This design comes from an exercise in tuning for small area, a short achievable clock period and few clock cycles per item on the open sky130 flow, not from production work. The RTL was checked by simulation tests, not by an equivalence proof against the original design.

gamma:
==> flow/design.v (excerpt) <==
module ssm #(parameter LEN = 128)(clk, rst, start, a_in, b_in, n_in, ready, p_out);
clock: 7.5 ns
lec_check: 0
cap_margin: 20
core_margin: 2
core_utilization: 40
setup_slack_margin: 4.5
slew_margin: 20
standard.sh (not shown) runs the stock make flow with config.mk's settings and CLKGATE_MAP_FILE= SYNTH_SCRIPT=/design/flow/synth_recipe.tcl, a recipe that flattens the netlist after the stock synthesis.
==> flow/flow/run.sh <==
#!/bin/bash
# The standard layout (the standard.sh, standard synthesis included), with the
# ports buffered by the smallest buffer cell instead of the one buffer_ports picks.
set -euo pipefail
export BUFFER_PORTS_ARGS="-buffer_cell sky130_fd_sc_hd__buf_1"
bash standard.sh finish > standard_flow.log 2>&1
Testbench counts of gamma, summed over its fixed seeds: cycles 34,168, items 256.
--- input diff gamma..alpha ---
diff --git a/flow/config.mk b/flow/config.mk
--- a/flow/config.mk
+++ b/flow/config.mk
@@ -10 +10 @@
-export CORE_UTILIZATION = 40
+export CORE_UTILIZATION = 60
==> summary.txt <==
[compare] base=gamma new=alpha: area share of buffers outside the clock network saw a decrease; first-iteration DRC count saw an increase; global-route usage over all layers saw an increase.

Setup of job 2092:
ssm, a different RTL version from the one above (not shown whole).
Size: ~350 flip-flops, roughly 520 I/O pins, ~31000 sq um of cells after synthesis.
export LEC_CHECK = 0
export CAP_MARGIN = 20
export CORE_MARGIN = 2
export CORE_UTILIZATION = 55
export SETUP_SLACK_MARGIN = 4.5
export SLEW_MARGIN = 20
create_clock -name core_clock -period 7.5 [get_ports {clk}]
Scripts as last shown in full above: flow/flow/run.sh
Testbench counts of job 2092, summed over its fixed seeds: cycles 34,177, items 256.
Setup changes, job 2092 to job 4935
-- flow/config.mk --
<<< job 2092, line 9
export CORE_MARGIN = 2
export CORE_UTILIZATION = 55
export SETUP_SLACK_MARGIN = 4.5
>>> job 4935, line 9
export CORE_MARGIN = 2
export CORE_UTILIZATION = 60
export SETUP_SLACK_MARGIN = 4.5
## What came out
- Every run in the comparison, job 2092 and job 4935, completed the flow with a clean layout.
- Between job 2092 and job 4935, number of resized instances in the post-cts repair step is higher for job 4935, job 2092 comes in under that.
- The final instance area of job 2092 and that of job 4935 are within noise of each other.
- Sort job 2092 and job 4935 by sum of routed wire length over all layers desc -> top: job 2092
- Looking at period utilization, job 4935 sits below job 2092.
- NOTE: final worst setup slack in job 4935 exceeds that of job 2092
- Per the comparison of job 4935 with job 2092, floorplan die area now smaller, total cell area at the placement stage now smaller.
- Job 4935 supports a higher top clock frequency than job 2092.
- The slew at the pin closest to its max-slew limit of job 4935 exceeds that of job 2092 by 0.23 ns.
- Via count went up slightly going from job 2092 to job 4935.
diff inputs: job 4935 => job 959
-- flow/config.mk --
<<< job 4935, line 9
export CORE_MARGIN = 2
export CORE_UTILIZATION = 60
export SETUP_SLACK_MARGIN = 4.5
>>> job 959, line 9
export CORE_MARGIN = 2
export CORE_UTILIZATION = 50
export SETUP_SLACK_MARGIN = 4.5
## What came out
- Result: PASS for each of job 4935 and job 959
- Changes observed in job 959 relative to job 4935: setup slack after layout dropped 0.059 ns; top fanout value on the critical path +50.

## run a
ssm, a different RTL version from the one above (not shown whole).
For scale: ~3300 cells after synthesis, ~330 flip-flops, ~520 I/O pins.
export LEC_CHECK = 0
export CAP_MARGIN = 20
export CORE_MARGIN = 2
export CORE_UTILIZATION = 60
export CTS_BUF_LIST = sky130_fd_sc_hd__clkbuf_4 sky130_fd_sc_hd__clkbuf_8
export SETUP_SLACK_MARGIN = 4.5
export SLEW_MARGIN = 20
create_clock -name core_clock -period 7.5 [get_ports {clk}]
Scripts as last shown in full above: flow/flow/run.sh
Run a closes out successfully: all stages finished, all timing, DRC and antenna checks passed.
Testbench counts of run a, summed over its fixed seeds: cycles 33,921, items 256.
Here is what was changed in the inputs of run b compared with run a.
# run a
export LEC_CHECK = 0
export CAP_MARGIN = 20
export CORE_MARGIN = 2
export CORE_UTILIZATION = 60
export CTS_BUF_LIST = sky130_fd_sc_hd__clkbuf_4 sky130_fd_sc_hd__clkbuf_8
export SETUP_SLACK_MARGIN = 4.5
export SLEW_MARGIN = 20
create_clock -name core_clock -period 7.5 [get_ports {clk}]
# run b
export LEC_CHECK = 0
export CAP_MARGIN = 20
export CORE_MARGIN = 2
export CORE_UTILIZATION = 60
export SETUP_SLACK_MARGIN = 4.5
export SLEW_MARGIN = 20
create_clock -name core_clock -period 7.5 [get_ports {clk}]
### Flow results
- Run b finished every stage and its layout cleared the timing, DRC and antenna checks.
- | number of setup buffers added after CTS | higher: run a |
- Changes observed in run b relative to run a: worst reg2reg path depth picked up an extra 1; smallest setup slack after layout increased 110 ps; share of the clock period used by the worst path after layout decreased 1.5 points.
- Going from run a to run b, cell area after layout comparable; total routing resource utilization after global routing now smaller.

ssm, a different RTL version from the one above (not shown whole).
Size in the first run: roughly 3300 cells after synthesis, roughly 350 flip-flops, about 520 I/O pins, ~0.032 mm2 of cells after synthesis.
==> flow/config.mk <==
export PLATFORM = sky130hd
export DESIGN_NAME = ssm
export DESIGN_NICKNAME = ssm
export VERILOG_FILES = /design/flow/design.v
export SDC_FILE = /design/flow/constraint.sdc
export NUM_CORES = 4
export LEC_CHECK = 0
export CAP_MARGIN = 20
export CORE_MARGIN = 2
export CORE_UTILIZATION = 60
export SETUP_SLACK_MARGIN = 4.4
export SLEW_MARGIN = 20
==> flow/constraint.sdc <==
create_clock -name core_clock -period 7.5 [get_ports {clk}]
set_input_delay 1.5000 -clock core_clock [delete_from_list [all_inputs] [get_ports {clk}]]
set_output_delay 1.5000 -clock core_clock [all_outputs]
set_load 0.01 [all_outputs]
Scripts as last shown in full above: flow/flow/run.sh
Testbench counts at the start, summed over its fixed seeds: cycles 34,177, items 256.
Change:
- SETUP_SLACK_MARGIN: 4.4 -> 4.5
Final area climbs slightly.
Routed wire length grows by a few percent.
Global-route usage came out higher by 0.29 points.
Change:
- CORE_UTILIZATION: 60 -> 50
The changed run completed with no timing, DRC or antenna violations.
Die area went up by about 20%.
Worst hold slack gets better by 0.0069 ns.
Worst setup slack loses 0.038 ns.
Global-route usage falls by 5.4 points.

separate check: timing with driven ports:
The results above use ideal ports. As a check the final layouts listed here were re-extracted and re-timed, cells and wires unchanged. Step 1 (the two cells are an assumption about what drives the block):
set clk [get_ports {clk}]
set_driving_cell -lib_cell sky130_fd_sc_hd__clkbuf_16 $clk
set_driving_cell -lib_cell sky130_fd_sc_hd__buf_2 [delete_from_list [all_inputs] $clk]
Step 2 adds t to the input delays and takes it off the output delays; t is the mean of the earliest and latest rising clock arrival at the registers after step 1. Input paths then give back, and output paths get back, about the clock's delay inside the block. Three values: no drivers, after step 1, after step 2; two values: the first two.
run | t (ns) | setup slack, ns | latest minus earliest clock arrival (ns) | worst data-port slew with drivers (ns) | pins driven straight from the clock port
gamma | 0.653 | 4.060 / 4.060 / 3.620 | 0.027 / 0.026 | 0.20 | 1
alpha | 0.645 | 4.100 / 4.100 / 3.614 | 0.023 / 0.023 | 0.15 | 1
job 2092 | 0.646 | 4.452 / 4.479 / 3.833 | 0.029 / 0.028 | 0.12 | 1
job 4935 | 0.651 | 4.519 / 4.505 / 3.891 | 0.023 / 0.023 | 0.13 | 1
job 959 | 0.661 | 4.460 / 4.460 / 3.818 | 0.025 / 0.025 | 0.15 | 1
run a | 0.697 | 4.219 / 4.219 / 3.689 | 0.033 / 0.033 | 0.20 | 1
run b | 0.641 | 4.334 / 4.340 / 3.700 | 0.013 / 0.013 | 0.20 | 1
the first run of note 4 | 0.638 | 4.323 / 4.323 / 3.855 | 0.016 / 0.016 | 0.11 | 1
the second run of note 4 | 0.643 | 4.415 / 4.415 / 3.875 | 0.021 / 0.021 | 0.12 | 1
the third run of note 4 | 0.651 | 4.377 / 4.377 / 3.907 | 0.020 / 0.020 | 0.13 | 1
After both steps every run listed still meets setup and hold. The setup slack of job 959, which loses most, moves by 0.000 ns with the drivers and by -0.642 ns with both steps.
